This design comes from an exercise in tuning for small area and a short achievable clock period on the open sky130 flow, not from production work.
RTL that was checked went through simulation tests only; none was proved equivalent to the original.
Power and IR drop assume default switching activity.

Design uart_core, start of the top module:
module uart_core (
   uart_tx, uart_if, rx_rts, prdata,
   uart_rx, uart_cts, pwrite, pwdata, psel, prst_n, penable, pclk,
   paddr
   );
  output        uart_tx;
  output        uart_if;
  output        rx_rts;
  output [31:0] prdata;
  input         uart_rx;
  input         uart_cts;
  input         pwrite;
  input  [31:0] pwdata;
  input         psel;
  input         prst_n;
  input         penable;
  input         pclk;
  input  [31:0] paddr;
  wire setup = psel & ~penable;
  reg  con_we, se_we, br_we, t_push, ie_we, r_pop;
  reg  [7:0] pwq;
  always @(posedge pclk)
    pwq <= pwdata[7:0];
  wire ctx = con_we & pwq[5];
  wire crx = con_we & pwq[6];
  reg [6:0] con;
  reg [2:0] se;
  reg [7:0] brg;
  reg [4:0] ie;
  wire en   = se[0];
  wire d9   = se[1];
  wire bsel = se[2];
  wire af   = con[0] & en;
  always @(posedge pclk or negedge prst_n)
    if (!prst_n) begin
      con <= 7'd0;
      se  <= 3'd0;
      brg <= 8'd0;
      ie  <= 5'd0;
    end else begin
      if (con_we)      con <= pwq[6:0];
      if (se_we)       se  <= pwq[2:0];
      if (br_we & ~en) brg <= pwq[7:0];
      if (ie_we)       ie  <= pwq[4:0];
    end
  reg [7:0] rxc, txc;
  reg       rx_tick, tx_tick;
  wire [7:0] rxc_n   = (~en | rx_tick) ? 8'd0 : rxc + 8'd1;
  wire [7:0] txc_n   = (~en | tx_tick) ? 8'd0 : (rx_tick ? txc + 8'd1 : txc);
  wire       brg_ld  = br_we & ~en;
  wire       rxtk_n  = (~en | rx_tick) ? (brg_ld ? (pwq == 8'd0) : (brg == 8'd0))
                                       : (rxc + 8'd1 == brg);
  wire       bsel_n  = se_we ? pwq[2] : bsel;
  wire       txtk_n  = (txc_n == (bsel_n ? 8'd7 : 8'd15)) & rxtk_n;
  always @(posedge pclk) begin
    rxc     <= rxc_n;
    txc     <= txc_n;
    rx_tick <= rxtk_n;
    tx_tick <= txtk_n;
  end
  reg [4:0] tw, tr;
  reg [7:0] tmem [0:15];
  reg [3:0] sbc;
  reg       txne, txnf;
  reg [4:0] te;
  ...
Size in the first run: roughly 1500 cells after synthesis, about 440 flip-flops, ~110 I/O pins, ~19000 um^2 of cells after synthesis.
export LEC_CHECK = 0
export CAP_MARGIN = 20
export CORE_MARGIN = 2
export CORE_UTILIZATION = 60
export CTS_BUF_LIST = sky130_fd_sc_hd__clkbuf_16
export CTS_CLUSTER_DIAMETER = 70
export CTS_CLUSTER_SIZE = 25
export SETUP_SLACK_MARGIN = 2.9
export SLEW_MARGIN = 20
create_clock -name core_clock -period 5.0 [get_ports {pclk}]
standard.sh (not shown) runs the stock make flow with config.mk's settings and CLKGATE_MAP_FILE= SYNTH_SCRIPT=/design/flow/synth_recipe.tcl, a recipe that flattens the netlist after the stock synthesis.
==> flow/flow/run.sh <==
#!/bin/bash
# Standard layout, with the clock tree built without dummy load cells.
# Everything else is the standard flow (standard.sh).
set -o pipefail
cp standard.sh std_copy.sh.txt 2>/dev/null
export CTS_ARGS="-sink_clustering_enable -repair_clock_nets -sink_clustering_size 25 -sink_clustering_max_diameter 70 -buf_list sky130_fd_sc_hd__clkbuf_16 -dont_use_dummy_load"
bash standard.sh finish > standard.log 2>&1
The starting point completed with no timing, DRC or antenna violations.
Edit:
Settings changed: CORE_UTILIZATION 60 to 65.
The new run finished clean.
Power barely changes.
Clock-buffer cell count does not change.
Via count went up by 1.2%.
Utilization went up by 5.8 points.
Cell count went down by 1.6%.
First-iteration DRC count went up by 46%.
Area after synthesis stays the same.
Clock power barely changes.
Design area went down by 0.49%.
Worst setup slack stays flat.
No run of this note included a check of the RTL's function; only the layout flow was run.

========
Another version of the RTL of uart_core (not shown whole).
Size in the first run: about 430 flip-flops, about 110 I/O pins, roughly 19000 µm² of cells after synthesis.
## uart_core
module uart_core (
   uart_tx, uart_if, rx_rts, prdata,
   uart_rx, uart_cts, pwrite, pwdata, psel, prst_n, penable, pclk,
   paddr
   );
==> flow/config.mk <==
export PLATFORM = sky130hd
export DESIGN_NAME = uart_core
export DESIGN_NICKNAME = uart_core
export VERILOG_FILES = /design/flow/design.v
export SDC_FILE = /design/flow/constraint.sdc
export NUM_CORES = 4
export LEC_CHECK = 0
export CAP_MARGIN = 20
export CORE_MARGIN = 2
export CORE_UTILIZATION = 60
export CTS_BUF_LIST = sky130_fd_sc_hd__clkbuf_16
export CTS_CLUSTER_DIAMETER = 70
export CTS_CLUSTER_SIZE = 25
export GPL_TIMING_DRIVEN = 0
export SETUP_SLACK_MARGIN = 2.9
export SLEW_MARGIN = 20
==> flow/constraint.sdc <==
create_clock -name core_clock -period 5.0 [get_ports {pclk}]
set_input_delay 1.0000 -clock core_clock [delete_from_list [all_inputs] [get_ports {pclk}]]
set_output_delay 1.0000 -clock core_clock [all_outputs]
set_load 0.01 [all_outputs]
Scripts as last shown in full above: flow/flow/run.sh
Rerun with:
Settings changed: GPL_TIMING_DRIVEN 0 to default, SETUP_SLACK_MARGIN 2.9 to 3.0.
The changed run produced a clean layout; clock skew grows by 0.0046 ns; sequential power barely changes; non-clock buffer count fell by 74; global-route usage decreases by 0.66 points; final cell count drops by a few percent; routed wire length goes down by a few percent; worst hold slack gains 0.14 ns; clock-buffer cell count went up by 3; utilization decreases by 0.98 points; power came out higher by a few percent; cell area goes down slightly.

========
## JK
uart_core, a different RTL version from the one above (not shown whole).
Size in the first run: ~430 flip-flops, ~110 I/O pins, ~0.019 sq mm of cells after synthesis.
Settings: LEC_CHECK=0, CAP_MARGIN=20, CORE_MARGIN=2, CORE_UTILIZATION=60, CTS_CLUSTER_DIAMETER=50, CTS_CLUSTER_SIZE=20, SETUP_SLACK_MARGIN=3.1, SLEW_MARGIN=20; clock period 5.0 ns.
run.sh (not shown) runs the stock make flow with config.mk's settings and CLKGATE_MAP_FILE= SYNTH_SCRIPT=/design/flow/synth_recipe.tcl, a recipe that flattens the netlist after the stock synthesis.
Stock flow here: none of the scripts above is used.
JK completed every stage of the flow, and the final layout passed the timing, design-rule and antenna checks.
Modified inputs, MS compared to JK
# JK
export LEC_CHECK = 0
export CAP_MARGIN = 20
export CORE_MARGIN = 2
export CORE_UTILIZATION = 60
export CTS_CLUSTER_DIAMETER = 50
export CTS_CLUSTER_SIZE = 20
export SETUP_SLACK_MARGIN = 3.1
export SLEW_MARGIN = 20
create_clock -name core_clock -period 5.0 [get_ports {pclk}]
# MS
export LEC_CHECK = 0
export CAP_MARGIN = 20
export CORE_MARGIN = 2
export CORE_UTILIZATION = 60
export CTS_BUF_LIST = sky130_fd_sc_hd__clkbuf_16
export CTS_CLUSTER_DIAMETER = 80
export CTS_CLUSTER_SIZE = 32
export SETUP_SLACK_MARGIN = 2.9
export SLEW_MARGIN = 20
create_clock -name core_clock -period 5.0 [get_ports {pclk}]
Findings:
Final cell count: MS < JK
Vias: MS fewer than JK
In MS, number of filler cells placed in the layout is higher than in JK.
Routed wire in MS totals less than in JK.
## Diff of input files: AL against MS
# MS
export LEC_CHECK = 0
export CAP_MARGIN = 20
export CORE_MARGIN = 2
export CORE_UTILIZATION = 60
export CTS_BUF_LIST = sky130_fd_sc_hd__clkbuf_16
export CTS_CLUSTER_DIAMETER = 80
export CTS_CLUSTER_SIZE = 32
export SETUP_SLACK_MARGIN = 2.9
export SLEW_MARGIN = 20
create_clock -name core_clock -period 5.0 [get_ports {pclk}]
# AL
export LEC_CHECK = 0
export CAP_MARGIN = 20
export CORE_MARGIN = 2
export CORE_UTILIZATION = 70
export CTS_CLUSTER_DIAMETER = 50
export CTS_CLUSTER_SIZE = 20
export SETUP_SLACK_MARGIN = 2.9
export SLEW_MARGIN = 20
create_clock -name core_clock -period 5.0 [get_ports {pclk}]
### Flow results
- Re design area: AL is 2.4% up on MS.
- Each of the runs, namely MS and AL, reached the end of the flow and came out clean.
- The lower number of non-clock buffers of MS and AL is in AL.
- First-pass GRT wire length ended up about 4.5% higher on AL than on MS.
- In AL, the count of clock-buffer cells in the layout came out 23 above the value in MS.
- In the reports for MS and AL, the larger final period utilization belongs to MS.
- In terms of post-place instance area, MS and AL differ only marginally.
Inputs modified between AL and TR:
# AL
export LEC_CHECK = 0
export CAP_MARGIN = 20
export CORE_MARGIN = 2
export CORE_UTILIZATION = 70
export CTS_CLUSTER_DIAMETER = 50
export CTS_CLUSTER_SIZE = 20
export SETUP_SLACK_MARGIN = 2.9
export SLEW_MARGIN = 20
create_clock -name core_clock -period 5.0 [get_ports {pclk}]
# TR
export LEC_CHECK = 0
export CAP_MARGIN = 20
export CORE_MARGIN = 2
export CORE_UTILIZATION = 60
export CTS_BUF_LIST = sky130_fd_sc_hd__clkbuf_16
export CTS_CLUSTER_DIAMETER = 70
export CTS_CLUSTER_SIZE = 25
export SETUP_SLACK_MARGIN = 2.9
export SLEW_MARGIN = 20
create_clock -name core_clock -period 5.0 [get_ports {pclk}]
==> run summary <==
- TR: clock power share is 4.4 points lower than what AL reported.
- Compared with AL, TR shows a lower utilization.
- Of AL and TR, AL shows the lower minimum period implied by the final worst setup slack, with TR above it.
- Relative to AL, the power of TR is lower by 0.00052 W.
- Taking AL as the reference, in TR via count dropped 693; part of the power in combinational logic climbed 0.4 points; share of the cycle needed by the critical path after routing barely changed; total routed wirelength dropped about 7%.
Edits applied to the flow inputs when going from TR to PW:
# TR
export LEC_CHECK = 0
export CAP_MARGIN = 20
export CORE_MARGIN = 2
export CORE_UTILIZATION = 60
export CTS_BUF_LIST = sky130_fd_sc_hd__clkbuf_16
export CTS_CLUSTER_DIAMETER = 70
export CTS_CLUSTER_SIZE = 25
export SETUP_SLACK_MARGIN = 2.9
export SLEW_MARGIN = 20
create_clock -name core_clock -period 5.0 [get_ports {pclk}]
# PW
export LEC_CHECK = 0
export CAP_MARGIN = 20
export CORE_MARGIN = 2
export CORE_UTILIZATION = 60
export CTS_CLUSTER_DIAMETER = 50
export CTS_CLUSTER_SIZE = 20
export SETUP_SLACK_MARGIN = 2.9
export SLEW_MARGIN = 20
create_clock -name core_clock -period 5.0 [get_ports {pclk}]
[summary]
Each of the runs, namely TR and PW, reached the end of the flow and came out clean. Max maximum clock skew at final layout across TR and PW: TR. Final cell count on PW is up relative to TR. Global routing usage on met2 was higher in PW than in TR. Of PW and TR, it is PW that has the higher maximum clock rate. From TR to PW, final setup TNS did not move at all. Of PW and TR, it is PW that has the higher routed length per instance. In terms of layout multi-input combinational cell count, TR and PW differ only marginally. Cell area after layout, TR and PW, lower one = TR. PW consumes more power than TR does.

-- static timing again, ports no longer ideal --
How much do the figures lean on ideal ports? The routed layouts below were timed once more, with nothing changed but the port constraints. Step 1 assumes that a clkbuf_16 drives the clock port and a buf_2 every other input. Step 2 adds t to the input delays and takes it off the output delays; t is the mean of the earliest and latest rising clock arrival at the registers after step 1. Input paths then give back, and output paths get back, about the clock's delay inside the block. Three values: no drivers, after step 1, after step 2; two values: the first two.
run | t (ns) | setup WS [ns] | hold slack, ns | worst setup path after step 2
the first run of note 1 | 0.600 | 2.785 / 2.779 / 2.318 | 0.368 / 0.368 / 0.368 | input to register
the second run of note 1 | 0.600 | 2.782 / 2.782 / 2.316 | 0.391 / 0.391 / 0.391 | input to register
the first run of note 2 | 0.601 | 2.863 / 2.863 / 2.311 | 0.310 / 0.298 / 0.492 | input to register
the second run of note 2 | 0.606 | 2.872 / 2.820 / 2.339 | 0.452 / 0.452 / 0.452 | input to register
JK | 0.593 | 2.783 / 2.783 / 2.392 | 0.350 / 0.350 / 0.350 | input to register
MS | 0.586 | 2.847 / 2.839 / 2.317 | 0.361 / 0.361 / 0.361 | input to register
AL | 0.575 | 2.861 / 2.861 / 2.361 | 0.349 / 0.349 / 0.349 | input to register
TR | 0.611 | 2.854 / 2.829 / 2.299 | 0.355 / 0.355 / 0.355 | input to register
PW | 0.571 | 2.878 / 2.872 / 2.396 | 0.353 / 0.353 / 0.353 | input to register
After both steps every run listed still meets setup and hold. The setup slack of TR, which loses most, moves by -0.025 ns with the drivers and by -0.555 ns with both steps.
